Context: an optimization exercise on an open-source flow, tuned for small area and a short achievable clock period. The choices shown serve that exercise and are no tape-out recipe.
Function was not checked in any run shown here: the RTL went through the layout flow alone.
No activity file was given, so power comes from the tool's default toggle rates.

--- design.v ---
`timescale 1ns / 1ps
module mips(
  input  wire        clk, rst,
  output wire [31:0] pc,
  input  wire [31:0] instrF,
  input  wire [31:0] readdataM,
  output wire        memwriteM,
  output wire [31:0] aluout, writedata
);
  reg  [31:2] P;             
  reg  [31:0] instrD;        
  reg  [31:2] pcD;           
  reg  [31:0] preA, preB;    
  reg         fwdAD, fwdBD;  
  reg  [31:0] srcAE;         
  reg  [31:0] srcBE;         
  reg  [31:0] writedataE;
  reg         arithE, orE, sltE, cinE;    
  reg         regwriteE, memtoregE, memwriteE;
  reg  [4:0]  wrE;
  reg  [31:0] aluoutM, writedataM;
  reg         memwriteM_r, memtoregM, wenM;
  reg  [4:0]  wrM;
  reg  [31:0] resultW;
  reg         wenW;
  reg  [4:0]  wrW;
  reg  [32*32-1:32] rf;      
  wire [5:0]  opD    = instrD[31:26];
  wire [4:0]  rsD    = instrD[25:21];
  wire [4:0]  rtD    = instrD[20:16];
  wire [4:0]  rdD    = instrD[15:11];
  wire [5:0]  functD = instrD[5:0];
  wire rtypeD  = (opD == 6'b000000);
  wire lwD     = (opD == 6'b100011);
  wire swD     = (opD == 6'b101011);
  wire beqD    = (opD == 6'b000100);
  wire addiD   = (opD == 6'b001000);
  wire jD      = (opD == 6'b000010);
  wire f_add = (functD == 6'b100000);
  wire f_sub = (functD == 6'b100010);
  wire f_or  = (functD == 6'b100101);
  wire f_slt = (functD == 6'b101010);
  wire regwriteD = rtypeD | lwD | addiD;
  wire alusrcD   = lwD | swD | addiD;
  wire [4:0] wrD = rtypeD ? rdD : rtD;
  wire sltD   = rtypeD & f_slt;
  wire orD    = rtypeD & f_or;
  wire arithD = ~rtypeD | f_add | f_sub;
  wire cinD   = beqD | (rtypeD & (f_sub | f_slt));
  wire [31:0] signimmD = {{16{instrD[15]}}, instrD[15:0]};
  wire [32:0] sumE = {1'b0, srcAE} + {1'b0, srcBE} + {32'b0, cinE};
  wire        ltE  = ~sumE[32];
  wire [31:0] aluoutE = arithE ? sumE[31:0] :
                        orE    ? (srcAE | srcBE) :
                        sltE   ? {31'b0, ltE} :
                                 (srcAE & srcBE);
  wire [31:0] K = fwdAD ? preB : preA;
  wire [31:0] xe = srcAE ^ srcBE ^ K;
  wire [31:0] ge = (srcAE & srcBE) | ((srcAE | srcBE) & ~K);
  wire eq_arith = (xe == {ge[30:0], cinE});
  wire eq_or    = ((srcAE | srcBE) == K);
  wire eq_and   = ((srcAE & srcBE) == K);
  wire eq_slt   = (K[31:1] == 31'b0) & (K[0] == ltE);
  wire eqK = arithE ? eq_arith : orE ? eq_or : sltE ? eq_slt : eq_and;
  wire eqAB = (preA == preB);
  wire zero_pre = (fwdAD & fwdBD) | (~fwdAD & ~fwdBD & eqAB) | ((fwdAD ^ fwdBD) & eqK);
  wire pcsrcD = beqD & zero_pre;
  wire [31:2] P4 = P + 30'd1;
  wire [31:2] branchD = pcD + signimmD[29:0];
  wire [31:2] jumpD = {P4[31:28], instrD[25:0]};
  wire [31:2] Pk = rst ? 30'b0 : jD ? jumpD : pcsrcD ? branchD : P4;
  assign pc = {Pk, 2'b00};
  wire [31:0] rd1D = (wenW & (wrW == rsD)) ? resultW : preA;
  wire [31:0] rd2D = (wenW & (wrW == rtD)) ? resultW : preB;
  wire [31:0] cmpA = fwdAD ? aluoutE : rd1D;
  wire [31:0] cmpB = fwdBD ? aluoutE : rd2D;
  wire zero_post = (cmpA == cmpB);
  wire lwstall = memtoregE & ((wrE == rtD) | (wrE == rsD));
  wire bstall  = (regwriteE & (wrE == rsD)) | (wrE == rtD) |
                 (memtoregM & (wrM == rsD)) | (wrM == rtD);
  wire stall = beqD & zero_post & (lwstall | bstall);
  wire [31:0] resultM = memtoregM ? readdataM : aluoutM;
  wire fwdMA = wenM & (wrM == rsD);
  wire fwdMB = wenM & (wrM == rtD);
  wire [31:0] srcA_n = fwdAD ? aluoutE : fwdMA ? resultM : rd1D;
  wire [31:0] srcW_n = fwdBD ? aluoutE : fwdMB ? resultM : rd2D;
  wire [31:0] srcB_n = alusrcD ? signimmD : (cinD ? ~srcW_n : srcW_n);
  wire [4:0] rsF = instrF[25:21];
  wire [4:0] rtF = instrF[20:16];
  reg  [31:0] rdAF, rdBF;
  integer i;
  always @* begin
    rdAF = 32'b0;
    rdBF = 32'b0;
    for (i = 1; i < 32; i = i + 1) begin
      rdAF = rdAF | ({32{rsF == i[4:0]}} & rf[32*i +: 32]);
      rdBF = rdBF | ({32{rtF == i[4:0]}} & rf[32*i +: 32]);
    end
  end
  wire wenD = regwriteD & (wrD != 5'd0);
  always @(posedge clk) begin
    P <= Pk;
    if (!stall) pcD <= Pk;
    if (rst) begin
      instrD <= 32'b0;
      preA <= 32'b0;
      preB <= 32'b0;
      fwdAD <= 1'b0;
      fwdBD <= 1'b0;
    end else if (stall) begin
      preA <= rd1D;
      preB <= rd2D;
      fwdAD <= 1'b0;
      fwdBD <= 1'b0;
    end else begin
      instrD <= instrF;
      preA <= rdAF;
      preB <= rdBF;
      fwdAD <= wenD & (rsF == wrD);
      fwdBD <= wenD & (rtF == wrD);
    end
    writedataE <= srcW_n;
    if (rst | stall) begin
      srcAE <= 32'b0;
      srcBE <= 32'b0;
      arithE <= 1'b0; orE <= 1'b0; sltE <= 1'b0; cinE <= 1'b0;
      regwriteE <= 1'b0; memtoregE <= 1'b0; memwriteE <= 1'b0;
      wrE <= 5'b0;
    end else begin
      srcAE <= srcA_n;
      srcBE <= srcB_n;
      arithE <= arithD; orE <= orD; sltE <= sltD; cinE <= cinD;
      regwriteE <= regwriteD; memtoregE <= lwD; memwriteE <= swD;
      wrE <= wrD;
    end
    writedataM <= writedataE;
    if (rst) begin
      aluoutM <= 32'b0;
      memwriteM_r <= 1'b0; memtoregM <= 1'b0; wenM <= 1'b0;
      wrM <= 5'b0;
    end else begin
      aluoutM <= aluoutE;
      memwriteM_r <= memwriteE; memtoregM <= memtoregE;
      wenM <= regwriteE & (wrE != 5'd0);
      wrM <= wrE;
    end
    resultW <= resultM;
    wrW <= wrM;
    wenW <= ~rst & wenM;
  end
  genvar g;
  generate
    for (g = 1; g < 32; g = g + 1) begin : rfw
      always @(posedge clk)
        if (~rst & wenM & (wrM == g)) rf[32*g +: 32] <= resultM;
    end
  endgenerate
  assign memwriteM = memwriteM_r;
  assign aluout = aluoutM;
  assign writedata = writedataM;
endmodule
--- run.sh ---
#!/bin/bash
# synth_recipe.tcl (not shown) runs the flow's synth.tcl, then flattens the netlist and writes it again
# the make line also repeats each setting of config.mk as NAME=value (left out here)
make -C /OpenROAD-flow-scripts/flow DESIGN_CONFIG=/design/flow/config.mk WORK_HOME=/design/flow/orfs CLKGATE_MAP_FILE= SYNTH_SCRIPT=/design/flow/synth_recipe.tcl finish
--- config.mk ---
export PLATFORM = sky130hd
export DESIGN_NAME = mips
export DESIGN_NICKNAME = mips
export VERILOG_FILES = /design/flow/design.v
export SDC_FILE = /design/flow/constraint.sdc
export NUM_CORES = 4
export LEC_CHECK = 0
export CAP_MARGIN = 20
export CORE_MARGIN = 2
export CORE_UTILIZATION = 40
export SLEW_MARGIN = 20
--- constraint.sdc ---
create_clock -name core_clock -period 16.0 [get_ports {clk}]
set_input_delay 3.2000 -clock core_clock [delete_from_list [all_inputs] [get_ports {clk}]]
set_output_delay 3.2000 -clock core_clock [all_outputs]
set_load 0.01 [all_outputs]
==> results of run 1 <==
==> metrics by stage <==
| step | total power [mW] | area (µm²) | hold WS (ns) |
|---|---|---|---|
| 3_3_place_gp | 5.07 | 70400 | 0.312 |
| 5_1_grt | 8.74 | 75300 | 0.330 |
| 2_1_floorplan | 4.60 | 65900 | 0.310 |
| 4_1_cts | 8.53 | 75300 | 0.323 |
| 6_report | 8.57 | 75300 | 0.326 |
| 3_5_place_dp | 5.07 | 70400 | 0.312 |
==> metal layers <==
layer	track usage	share of wire	vias to the layer above
met2	0.534	0.42	5374
met3	0.131	0.15	1519
met4	0.229	0.081	18
met5	0.00201	0.00044	-
li1	-	-	21977
met1	0.445	0.35	27388
==> final timing paths <==
check                              startpoint            end  cells past startpoint
worst max register to register          fwdAD      srcAE[23]                     14
worst max-delay path                    fwdAD         pc[25]                     13
worst min register to register  writedataE[3]  writedataM[3]                      0
worst min-delay path            writedataE[3]  writedataM[3]                      0
==> state kept, by name, indices dropped and copies added (netlist names), 5 cells and up <==
register and cells:
pcD 30, srcAE 32, wrE 5, wrM 5
preB 32, aluoutM 32, srcBE 32, resultW 32
rf 992, preA 32, instrD 32, writedataM 32
writedataE 32, P 30, wrW 5
==> power by group through the flow <==
stage | registers [mW] | clock network (mW) | logic (mW)
finish | 3.96 | 3.52 | 1.08
floorplan | 4.01 | 0 | 0.593
global placement | 4.04 | 0 | 1.04
detailed placement | 4.04 | 0 | 1.04
global route | 3.97 | 3.66 | 1.12
CTS | 3.96 | 3.52 | 1.04
==> final cells by class <==
class	count	area, µm²
Fill cell	14708	87800
Sequential cell	1368	37600
Multi-Input combinational cell	3609	26900
Clock buffer	184	3990
Tap cell	2175	2720
Timing Repair Buffer	301	2660
Clock inverter	84	921
Inverter	132	495
Antenna cell	8	20.0
==> cell usage in the layout (no fill, tap or decap), types with 34 or more instances in the layout <==
cell / synthesis / final
ha_1: 127 / 127
nand3_1: 206 / 206
mux2i_1: 111 / 111
nor2_4: 0 / 93
xor2_1: 85 / 85
a222oi_1: 64 / 64
nor2_2: 37 / 39
nand4_1: 156 / 156
or4_1: 34 / 34
clkdlybuf4s50_1: 0 / 159
inv_1: 129 / 129
nor3_1: 41 / 41
nor4_1: 35 / 35
a21o_1: 40 / 39
a22o_1: 185 / 185
edfxtp_1: 1022 / 1022
a31oi_1: 88 / 88
fa_1: 34 / 34
and2_1: 35 / 35
nor2_1: 348 / 253
nand2_1: 177 / 174
and3_1: 39 / 39
a21oi_1: 204 / 204
or3_1: 45 / 45
dfxtp_1: 346 / 341
buf_4: 11 / 142
mux2_2: 37 / 37
a221oi_1: 188 / 188
xnor2_1: 197 / 197
o21ai_0: 85 / 85
a211oi_1: 110 / 110
clkbuf_16: 0 / 153
a22oi_1: 531 / 531
==> kinds of logic after synthesis <==
family,after synthesis
compound gates,1746
flops,1368
fa+ha+maj,161
xor+xnor,284
mux,148
buf+inv,513
simple gates,1268
other cells,1
==> metrics.yaml, run 1 <==
route:
  routed_wl_mm: 315
  detailroute.via_count: 56276
  antenna_violating_nets_post_route: 0
  drt_pass1_iterations: 13
  avgViaCountPerCell: 7.16
  routedWlPerCell_um: 40.0
  drt_iter0_drc: 12181
  drt_drc_violations_left: 0
setup_path:
  worstPathBufferInverterCount: 2
  crit_chain: "mux2i_1, fa_1, xnor2_1, nor4_1, nand4_1, o41ai_1, o311ai_0, a21o_2, buf_4, nor2_1, a21oi_1, a211oi_1, clkdlybuf4s50_1"
  rrSetupSlack_ns: 8.24
  critical_path.max_fanout: 57
  worst-setup-path-type: "reg2out"
  crit_family: "compound AO/OA/AOI/OAI gates"
  worst_path_cell_with_the_longest_stage_delay: "dfxtp_4"
  crit_arrival_ns: 6.32
  worst-endpoint-required_ns: 12.80
  sort_of_element_at_the_start_of_the_critical_path: "register"
  cpPeakStageDelay_ns: 0.83
  end_kind: "primary output"
placement:
  detailedPlace.worstSlack_ns: 7.41
  buffer_ports.inserted: 160
  post-place-cells: 7585
  routability_congestion: 0.991
  place.detailed.hpwl_mm: 177
synth:
  yosys.area_share.adder: 0.0344
  muxShareOfSynthArea: 0.0232
  synth.ff_latch_count: 1368
  synth_top_family_by_area: "compound AO/OA/AOI/OAI gates"
  compound_gate_portion_of_the_synthesized_area: 0.202
  synth-edff-count: 1022
  yosysSeqAreaShare: 0.571
  syn_warnings: 1
  ys_types: 106
  top_cell_type_by_total_area_after_synthesis: "edfxtp_1"
  syn-cell-area_mm2: 0.0659
  synth-simple-area-share: 0.0992
  synthArstFlopShare: 0
  yosys.cell_count.top_type: "edfxtp_1"
  synth.area.top_cells: "edfxtp_1, dfxtp_1, a22oi_1"
  avgSynthCellArea_um2: 12.0
  synth_top_area_frac: 0.466
  syn_inst: 5489
  synth_xor_area_frac: 0.0382
  synth-main-ff-cell: "edfxtp_1"
  synthTopCellsByCount: "edfxtp_1, a22oi_1, nor2_1, dfxtp_1, clkbuf_1"
timing:
  worst-slew-pin-transition_ns: 1.24
  setup_ws_ns: 6.48
  worst_slew_margin_rel: 0.167
  setup_repair_after_global_routing_missed_its_margin: "false"
  min_period_over_period: 0.595
  final_max_slew_viol_count: 0
  setup_viol: 0
  max_freq_mhz: 105
  fin_worst_skew_ns: 0.0322
  post-route-min-period_ns: 9.52
  hold_viol: 0
  setup_tns_ns: 0
pwr:
  irDropWorstVdd_uv: 92.1
  power.switching_fraction: 0.275
  power_per_cell_area_mw_per_mm2: 114
  seqPwrFrac: 0.462
  clock_power_share: 0.411
  power.leakage_nw: 26.0
  power.combinational.fraction: 0.126
  switching_power_mw: 2.35
  p_int_mw: 6.22
grt:
  aggregate_global_routing_overflow: 0
  number_of_global_route_vias_before_repair: 52481
  grt_pass1_wl_mm: 424
  grt_max_degree: 70
  grt_antenna_before_repair: 20
  grt_usage: 0.361
clocking:
  ctsRootBufferMaster: "clkbuf_16"
  postCtsResizedCells: 0
  tritoncts.num_buffers: 148
  ctsHtreeMaxLevel: 4
  post_cts_hold_buffer_count: 0
  cts.reportedPaths.clkPinSlew_ns: 0.06
  post-cts-setup-buffer-count: 0
  clock_sinks: 1368
  cts_tree: "done"
  clk_path_buf_depth: 3
  worst_skew_pair_latency_ns: 0.81
floorplan:
  die-area_mm2: 0.168
  core_footprint_mm2: 0.163
  placementRows: 148
  fp.dieW_um: 410
  floorplan.die.height_um: 410
  ioPinCount: 163
  initial_core_util: 0.404
final_layout:
  finished_layout_cells: 7861
  final_core_utilization: 0.462
  layout-drive-gt1-share: 0.110
  fin_nets: 5787
  area_delta_synth_final_pct: 14.3
min_path:
  timing.hold.worst.class: "reg2reg"
run:
  max_cap_viol_count: 0
outcome:
  run_status: "finished clean"
==> inputs of run 2 (changes only) <==
==> flow/run.sh (new file) <==
#!/bin/bash
# Standard ORFS layout (the standard.sh, unchanged synthesis), with
# repair_timing asked for a larger setup margin so that it keeps improving
# the paths to the pc outputs after the 16 ns constraint is met.
set -euo pipefail
bash standard.sh SETUP_SLACK_MARGIN=9 finish > make_finish.log 2>&1
==> standard.sh (new file) <==
#!/bin/bash
# synth_recipe.tcl (not shown) runs the flow's synth.tcl, then flattens the netlist and writes it again
# the make line also repeats each setting of config.mk as NAME=value (left out here)
make -C /OpenROAD-flow-scripts/flow DESIGN_CONFIG=/design/flow/config.mk WORK_HOME=/design/flow/orfs CLKGATE_MAP_FILE= SYNTH_SCRIPT=/design/flow/synth_recipe.tcl "${@:-finish}"
removed: run.sh
==> run 2 against run 1 <==
  * Still clean on timing, DRC and antenna
  * Sequential share of layout area down 1.4 points
  * Synthesized cell count unchanged
  * Critical path depth increased by 5
  * Clock skew grew 0.0046 ns
  * Clock power about the same
  * Flip-flop and latch count unchanged
  * Clock-buffer cell count shrank 1
  * Die area is the same
  * Core utilization is 1.3 points higher
  * Critical endpoint is now pc[12]
  * Largest cell class unchanged
==> metrics.yaml, run 2 <==
setup_path:
  worst-endpoint-required_ns: 12.80
  sort_of_element_at_the_start_of_the_critical_path: "register"
  worst-setup-path-type: "reg2out"
  critical_path.max_fanout: 7
  crit_arrival_ns: 4.86
  number_of_cells_on_the_worst_reg_to_reg_path: 18
  timing.rr.end: "srcAE[18]"
  worstReg2RegStart: "srcBE[0]"
  endpoint: "pc[12]"
  worst_setup_path_startpoint: "fwdAD"
  rrSetupSlack_ns: 9.07
  end_kind: "primary output"
clocking:
  worst_skew_pair_latency_ns: 0.83
  cts_tree: "done"
  clk_path_buf_depth: 3
  ctsRootBufferMaster: "clkbuf_16"
  ctsHtreeMaxLevel: 4
  clock_sinks: 1368
  tritoncts.num_buffers: 148
  cts.reportedPaths.clkPinSlew_ns: 0.06
  post_cts_hold_buffer_count: 0
route:
  avgViaCountPerCell: 7.13
  antenna_violating_nets_post_route: 0
  drt_pass1_iterations: 13
  drt_drc_violations_left: 0
  detailroute.via_count: 56720
  routed_wl_mm: 319
  routedWlPerCell_um: 40.1
  drt_iter0_drc: 11932
pwr:
  irDropWorstVdd_uv: 112
  power.leakage_nw: 26.8
  power_per_cell_area_mw_per_mm2: 111
timing:
  setup_viol: 0
  final_max_slew_viol_count: 0
  holdWs_ns: 0.324
  max_freq_mhz: 124
  fin_worst_skew_ns: 0.0368
  setup_ws_ns: 7.94
  setup_tns_ns: 0
  hold_viol: 0
  setup_repair_after_global_routing_missed_its_margin: "true"
  post-route-min-period_ns: 8.06
  min_period_over_period: 0.504
  worst_slew_margin_rel: 0.193
  worst-slew-pin-transition_ns: 1.20
synth:
  yosysSeqAreaShare: 0.571
  ys_types: 106
  synthArstFlopShare: 0
  top_cell_type_by_total_area_after_synthesis: "edfxtp_1"
  synth.ff_latch_count: 1368
  syn_warnings: 1
  synth-main-ff-cell: "edfxtp_1"
  avgSynthCellArea_um2: 12.0
  yosys.cell_count.top_type: "edfxtp_1"
  syn_inst: 5489
  synth-edff-count: 1022
  synth_top_area_frac: 0.466
  synth.area.top_cells: "edfxtp_1, dfxtp_1, a22oi_1"
  synthTopCellsByCount: "edfxtp_1, a22oi_1, nor2_1, dfxtp_1, clkbuf_1"
  syn-cell-area_mm2: 0.0659
min_path:
  min_from: "writedataE[15]"
  timing.hold.worst.class: "reg2reg"
final_layout:
  area_delta_synth_final_pct: 17.6
  largest_register_ffs: 992
  finished_layout_cells: 7958
  largest_register_by_flop_count: "rf"
  layout-drive-gt1-share: 0.153
  layout.cells.most_common_list: "edfxtp_1, a22oi_1, dfxtp_1"
  fin_nets: 5878
  final_common_cell: "edfxtp_1"
placement:
  place.detailed.hpwl_mm: 181
  routability_congestion: 1.03
  buffer_ports.inserted: 160
  detailedPlace.worstSlack_ns: 6.87
  post-place-cells: 7594
grt:
  aggregate_global_routing_overflow: 0
  number_of_global_route_vias_before_repair: 53519
  grt_usage: 0.367
  grt_pass1_wl_mm: 432
  grt_max_degree: 70
  grt_antenna_before_repair: 15
floorplan:
  floorplan.die.height_um: 410
  initial_core_util: 0.404
  core_footprint_mm2: 0.163
  die-area_mm2: 0.168
  ioPinCount: 163
  placementRows: 148
  fp.dieW_um: 410
run:
  max_cap_viol_count: 0
outcome:
  run_status: "finished clean"
## run 2: critical path, cell delays in order (launching register included)
cell and delay [ns]:
dfxtp_4 0.35, buf_12 0.14, buf_8 0.12, buf_16 0.12
buf_12 0.11, buf_6 0.10, buf_6 0.11, mux2i_4 0.20
fa_1 0.59, xor2_1 0.14, nand4_1 0.17, o41ai_4 0.50
o311ai_4 0.18, a21o_4 0.34, buf_12 0.19, mux2_4 0.31
mux2i_4 0.16, nor2_4 0.06, buf_6 0.13
## run 2: final cells by class
| cell class | count | area [µm²] |
|---|---|---|
| clock inverters | 85 | 927 |
| diodes | 14 | 35.0 |
| inverters | 132 | 500 |
| clock buffers | 183 | 3980 |
| fillers | 14413 | 85700 |
| flip-flops and latches | 1368 | 37600 |
| well taps | 2175 | 2720 |
| repair buffers | 392 | 3590 |
| multi-input cells | 3609 | 28100 |
## run 2: how the worst min path moves through the flow
stage / to / depth (start not counted)
2_1_floorplan: writedataM[0] / 0
3_3_place_gp: writedataM[15] / 0
3_5_place_dp: writedataM[20] / 0
4_1_cts: writedataM[26] / 0
5_1_grt: writedataM[2] / 0
6_report: writedataM[15] / 0
## run 2: kinds of logic (layout without fill, tap and decap cells)
logic type | count (synthesis) | count (layout) | share of synthesized area
compound gates | 1746 | 1746 | 0.202
flops | 1368 | 1368 | 0.571
simple gates | 1268 | 1268 | 0.0992
buf+inv | 513 | 792 | 0.0319
xor+xnor | 284 | 284 | 0.0382
fa+ha+maj | 161 | 161 | 0.0344
mux | 148 | 148 | 0.0232
other cells | 1 | 16 | 0.0000569
## run 2: what timing repair did
action | in CTS | in global routing
pin swaps | 37 | 32
setup endpoints to repair | 62 | 77
resized for setup | 269 | 44
gates cloned | 9 | 0
setup buffers | 52 | 21
## run 2: through the flow
stage	power, mW	utilization	area, µm²
floorplan	4.62	-	66400
global placement	5.08	0.434	70800
detailed placement	5.08	0.434	70900
CTS	8.56	0.472	77100
global route	8.80	0.475	77400
finish	8.62	0.475	77500
## run 2: where the power goes
| group | switching [mW] | internal [mW] | total [mW] |
|---|---|---|---|
| clock network | 1.54 | 1.98 | 3.52 |
| registers | 0.0818 | 3.89 | 3.97 |
| logic | 0.758 | 0.370 | 1.13 |
| total | 2.38 | 6.24 | 8.62 |
## run 2: per-layer routing
layer  GRT usage  vias up  share of wire
li1            -    22166              -
met1       0.449    27447           0.35
met2       0.540     5477           0.42
met3       0.137     1612           0.15
met4       0.242       18          0.085
met5      0.0170        -         0.0017
==> inputs of run 3 (changes only) <==
--- a/design.v
+++ b/design.v
@@ -13,4 +13,6 @@
   reg  [31:0] preA, preB;    
   reg         fwdAD, fwdBD;  
+  reg  [31:0] K;             
+  reg         fwd1, fwd2;    
   reg  [31:0] srcAE;         
   reg  [31:0] srcBE;         
@@ -49,25 +51,22 @@
   wire cinD   = beqD | (rtypeD & (f_sub | f_slt));
   wire [31:0] signimmD = {{16{instrD[15]}}, instrD[15:0]};
-  wire [32:0] sumE = {1'b0, srcAE} + {1'b0, srcBE} + {32'b0, cinE};
-  wire        ltE  = ~sumE[32];
-  wire [31:0] aluoutE = arithE ? sumE[31:0] :
-                        orE    ? (srcAE | srcBE) :
-                        sltE   ? {31'b0, ltE} :
-                                 (srcAE & srcBE);
-  wire [31:0] K = fwdAD ? preB : preA;
+  wire [33:0] sumE = {1'b0, srcAE, 1'b1} + {1'b0, srcBE, cinE};
+  wire        ltE  = ~sumE[33];
+  wire [31:0] logicE = orE  ? (srcAE | srcBE) :
+                       sltE ? {31'b0, ltE} :
+                              (srcAE & srcBE);
+  wire [31:0] aluoutE = arithE ? sumE[32:1] : logicE;
   wire [31:0] xe = srcAE ^ srcBE ^ K;
   wire [31:0] ge = (srcAE & srcBE) | ((srcAE | srcBE) & ~K);
   wire eq_arith = (xe == {ge[30:0], cinE});
-  wire eq_or    = ((srcAE | srcBE) == K);
-  wire eq_and   = ((srcAE & srcBE) == K);
-  wire eq_slt   = (K[31:1] == 31'b0) & (K[0] == ltE);
-  wire eqK = arithE ? eq_arith : orE ? eq_or : sltE ? eq_slt : eq_and;
+  wire eqK = arithE ? eq_arith : (logicE == K);
   wire eqAB = (preA == preB);
-  wire zero_pre = (fwdAD & fwdBD) | (~fwdAD & ~fwdBD & eqAB) | ((fwdAD ^ fwdBD) & eqK);
+  wire zero_pre = fwd1 ? eqK : (fwd2 | eqAB);
   wire pcsrcD = beqD & zero_pre;
   wire [31:2] P4 = P + 30'd1;
   wire [31:2] branchD = pcD + signimmD[29:0];
   wire [31:2] jumpD = {P4[31:28], instrD[25:0]};
-  wire [31:2] Pk = rst ? 30'b0 : jD ? jumpD : pcsrcD ? branchD : P4;
+  wire [31:2] seqD = jD ? jumpD : P4;
+  wire [31:2] Pk = pcsrcD ? (branchD & {30{~rst}}) : (seqD & {30{~rst}});
   assign pc = {Pk, 2'b00};
   wire [31:0] rd1D = (wenW & (wrW == rsD)) ? resultW : preA;
@@ -86,6 +85,6 @@
   wire [31:0] srcW_n = fwdBD ? aluoutE : fwdMB ? resultM : rd2D;
   wire [31:0] srcB_n = alusrcD ? signimmD : (cinD ? ~srcW_n : srcW_n);
-  wire [4:0] rsF = instrF[25:21];
-  wire [4:0] rtF = instrF[20:16];
+  wire [4:0] rsF = instrF[25:21] & {5{~rst}};
+  wire [4:0] rtF = instrF[20:16] & {5{~rst}};
   reg  [31:0] rdAF, rdBF;
   integer i;
@@ -99,25 +98,21 @@
   end
   wire wenD = regwriteD & (wrD != 5'd0);
+  wire hold = stall & ~rst;
+  wire [31:0] preA_n = hold ? rd1D : rdAF;
+  wire [31:0] preB_n = hold ? rd2D : rdBF;
+  wire fwdAD_n = ~rst & ~stall & wenD & (instrF[25:21] == wrD);
+  wire fwdBD_n = ~rst & ~stall & wenD & (instrF[20:16] == wrD);
   always @(posedge clk) begin
     P <= Pk;
     if (!stall) pcD <= Pk;
-    if (rst) begin
-      instrD <= 32'b0;
-      preA <= 32'b0;
-      preB <= 32'b0;
-      fwdAD <= 1'b0;
-      fwdBD <= 1'b0;
-    end else if (stall) begin
-      preA <= rd1D;
-      preB <= rd2D;
-      fwdAD <= 1'b0;
-      fwdBD <= 1'b0;
-    end else begin
-      instrD <= instrF;
-      preA <= rdAF;
-      preB <= rdBF;
-      fwdAD <= wenD & (rsF == wrD);
-      fwdBD <= wenD & (rtF == wrD);
-    end
+    preA <= preA_n;
+    preB <= preB_n;
+    K <= fwdAD_n ? preB_n : preA_n;
+    fwdAD <= fwdAD_n;
+    fwdBD <= fwdBD_n;
+    fwd1 <= fwdAD_n ^ fwdBD_n;
+    fwd2 <= fwdAD_n & fwdBD_n;
+    if (rst) instrD <= 32'b0;
+    else if (!stall) instrD <= instrF;
     writedataE <= srcW_n;
     if (rst | stall) begin
==> run 3 against run 2 <==
  * Still clean
  * Synthesized cell count increased by 5.5%
  * Clock skew is 0.0039 ns higher
  * Cell count grew 4.4%
  * Worst setup slack gained 0.31 ns
  * Final area rose by 1.7%
  * Combinational power increased by 8%
  * Sequential power increased by 3%
  * Sequential share of layout area up 0.077 points
  * Critical endpoint is now pc[13]
  * Largest cell class unchanged
  * Highest routed layer unchanged
==> metrics.yaml, run 3 <==
outcome:
  run_status: "finished clean"
setup_path:
  worst-endpoint-required_ns: 12.80
  crit_family: "compound AO/OA/AOI/OAI gates"
  cpMostUsedCell: "a211oi_4"
  critical_path.max_fanout: 7
  rrSetupSlack_ns: 9.08
  cpPeakStageDelay_ns: 0.37
  sort_of_element_at_the_start_of_the_critical_path: "register"
  worst-setup-path-type: "reg2out"
  crit_chain: "inv_2, ha_4, nand4_1, nor2_2, a311oi_4, a211oi_4, buf_6, a31oi_4, o211a_4, xnor2_4, a21oi_4, a211oi_4, buf_6, buf_12, buf_16, buf_8, a211oi_4, buf_2"
  worstPathBufferInverterCount: 7
  worst_path_cell_with_the_longest_stage_delay: "dfxtp_2"
  end_kind: "primary output"
  crit_arrival_ns: 4.55
timing:
  worst-slew-pin-transition_ns: 1.30
  setup_tns_ns: 0
  setup_viol: 0
  post-route-min-period_ns: 7.75
  hold_viol: 0
  setup_repair_after_global_routing_missed_its_margin: "true"
  fin_worst_skew_ns: 0.0408
  final_max_slew_viol_count: 0
  max_freq_mhz: 129
  worst_slew_margin_rel: 0.126
  min_period_over_period: 0.484
  holdWs_ns: 0.319
synth:
  top_cell_type_by_total_area_after_synthesis: "edfxtp_1"
  synth-edff-count: 1022
  syn-cell-area_mm2: 0.0670
  synthTopCellsByCount: "edfxtp_1, a22oi_1, nor2_1, dfxtp_1, nand2_1"
  compound_gate_portion_of_the_synthesized_area: 0.181
  synth-main-ff-cell: "edfxtp_1"
  synth.area.top_cells: "edfxtp_1, dfxtp_1, a22oi_1"
  yosysSeqAreaShare: 0.572
  synth.ff_latch_count: 1402
  synth_xor_area_frac: 0.0401
  yosys.cell_count.top_type: "edfxtp_1"
  synth-simple-area-share: 0.108
  synth_top_area_frac: 0.458
  synth_top_family_by_area: "compound AO/OA/AOI/OAI gates"
  synthArstFlopShare: 0
  syn_warnings: 1
  muxShareOfSynthArea: 0.0398
  yosys.area_share.adder: 0.0276
  avgSynthCellArea_um2: 11.6
  ys_types: 84
  syn_inst: 5792
route:
  drt_drc_violations_left: 0
  routedWlPerCell_um: 36.1
  drt_iter0_drc: 10373
  drt_pass1_iterations: 10
  avgViaCountPerCell: 6.84
  detailroute.via_count: 56852
  antenna_violating_nets_post_route: 0
  routed_wl_mm: 300
clocking:
  post_cts_hold_buffer_count: 0
  tritoncts.num_buffers: 150
  ctsHtreeMaxLevel: 4
  cts_tree: "done"
  clk_path_buf_depth: 3
  ctsRootBufferMaster: "clkbuf_16"
  worst_skew_pair_latency_ns: 0.84
  clock_sinks: 1402
  cts.reportedPaths.clkPinSlew_ns: 0.07
pwr:
  power.switching_fraction: 0.272
  design_power_total_mw: 8.93
  power.combinational.fraction: 0.136
  clock_power_share: 0.406
  power.leakage_nw: 26.9
  seqPwrFrac: 0.458
  switching_power_mw: 2.43
  power_per_cell_area_mw_per_mm2: 113
  irDropWorstVdd_uv: 122
  p_int_mw: 6.50
final_layout:
  largest_register_by_flop_count: "rf"
  layout.cells.most_common_list: "edfxtp_1, a22oi_1, dfxtp_1"
  fin_nets: 6173
  area_delta_synth_final_pct: 17.6
  layout-drive-gt1-share: 0.143
  final_common_cell: "edfxtp_1"
  largest_register_ffs: 992
  fillerInstances: 14897
grt:
  grt_max_degree: 65
  number_of_global_route_vias_before_repair: 53792
  grt_usage: 0.341
  grt_antenna_before_repair: 9
  grt_pass1_wl_mm: 413
  aggregate_global_routing_overflow: 0
floorplan:
  ioPinCount: 163
  fp.dieW_um: 413
  placementRows: 150
  core_footprint_mm2: 0.167
  die-area_mm2: 0.171
  floorplan.die.height_um: 413
  initial_core_util: 0.402
placement:
  place.detailed.hpwl_mm: 183
  buffer_ports.inserted: 160
  routability_congestion: 0.987
run:
  max_cap_viol_count: 0
min_path:
  timing.hold.worst.class: "reg2reg"
run 3: logic make-up (layout without fill, tap and decap cells):
logic type | after synthesis | in the layout
simple gates | 1502 | 1502
compound gates | 1647 | 1647
xor+xnor | 305 | 305
buf+inv | 552 | 859
fa+ha+maj | 128 | 128
mux | 255 | 255
other cells | 1 | 10
flops | 1402 | 1402
run 3: layout make-up:
class	instances	area (µm²)	share of cell area
clock inverter	87	968	0.0123
sequential	1402	38300	0.487
multi-input combinational	3839	28200	0.358
antenna	8	20.0	0.000254
timing repair buffer	416	3740	0.0474
clock buffer	186	4100	0.0520
tap	2204	2760	0.0350
inverter	170	638	0.00810
run 3: power by group through the flow:
stage | registers [mW] | clock network [mW] | logic [mW]
after global placement | 4.16 | 0 | 1.12
after floorplan | 4.15 | 0 | 0.658
after detailed placement | 4.16 | 0 | 1.12
final | 4.09 | 3.62 | 1.22
after global routing | 4.10 | 3.77 | 1.27
after CTS | 4.09 | 3.63 | 1.16
run 3: repair_timing:
| item | CTS | global route |
|---|---|---|
| endpoints found under the setup margin | 81 | 92 |
| gates cloned | 4 | 1 |
| gates resized for setup | 273 | 56 |
| buffers inserted | 39 | 25 |
| pin swaps | 40 | 41 |
run 3: final timing paths:
path / start / to / depth (start not counted)
max reg2reg: instrD[23] / K[20] / 16
min reg2reg: writedataE[22] / writedataM[22] / 0
min: writedataE[22] / writedataM[22] / 0
max: srcBE[8] / pc[13] / 18
run 3: metrics by stage:
step           worst slack [ns]  cell area, µm²   util  std cells
6_report                   8.25           78800  0.473       8312
5_1_grt                    8.18           78800  0.473       8305
4_1_cts                    8.26           78300  0.470       8276
3_5_place_dp               7.26           72300  0.434       7960
3_3_place_gp               7.44           72300  0.434       7960
2_1_floorplan              8.74           67500      -       5793
run 3: metal layers:
layer	global-route usage	share of wire
met5	0.00424	0.00032
met4	0.213	0.076
met1	0.420	0.35
met3	0.113	0.14
met2	0.515	0.43

## static timing again, ports no longer ideal
Ports are ideal in the flow. The routed layouts listed here were re-timed in OpenROAD.
Step 1: set_driving_cell puts a clkbuf_16 on clk and a buf_2 on each other input, an assumption about the parent block.
Step 2 times the ports against the registers' clock, not the clock port: input delays grow and output delays shrink by t, the midpoint of the rising clock arrivals with the driver on.
Slacks: ideal ports / drivers / drivers and shift; pairs: ideal ports / drivers.
run	t, ns	setup WS [ns]	latest minus earliest clock arrival (ns)
run 1	0.897	6.482 / 6.389 / 7.286	0.045 / 0.045
run 2	0.894	7.940 / 7.856 / 8.068	0.040 / 0.040
run 3	0.887	8.249 / 8.168 / 8.136	0.063 / 0.063
After both steps every run listed still meets setup and hold. The setup slack of run 3, which loses most, moves by -0.081 ns with the drivers and by -0.113 ns with both steps.
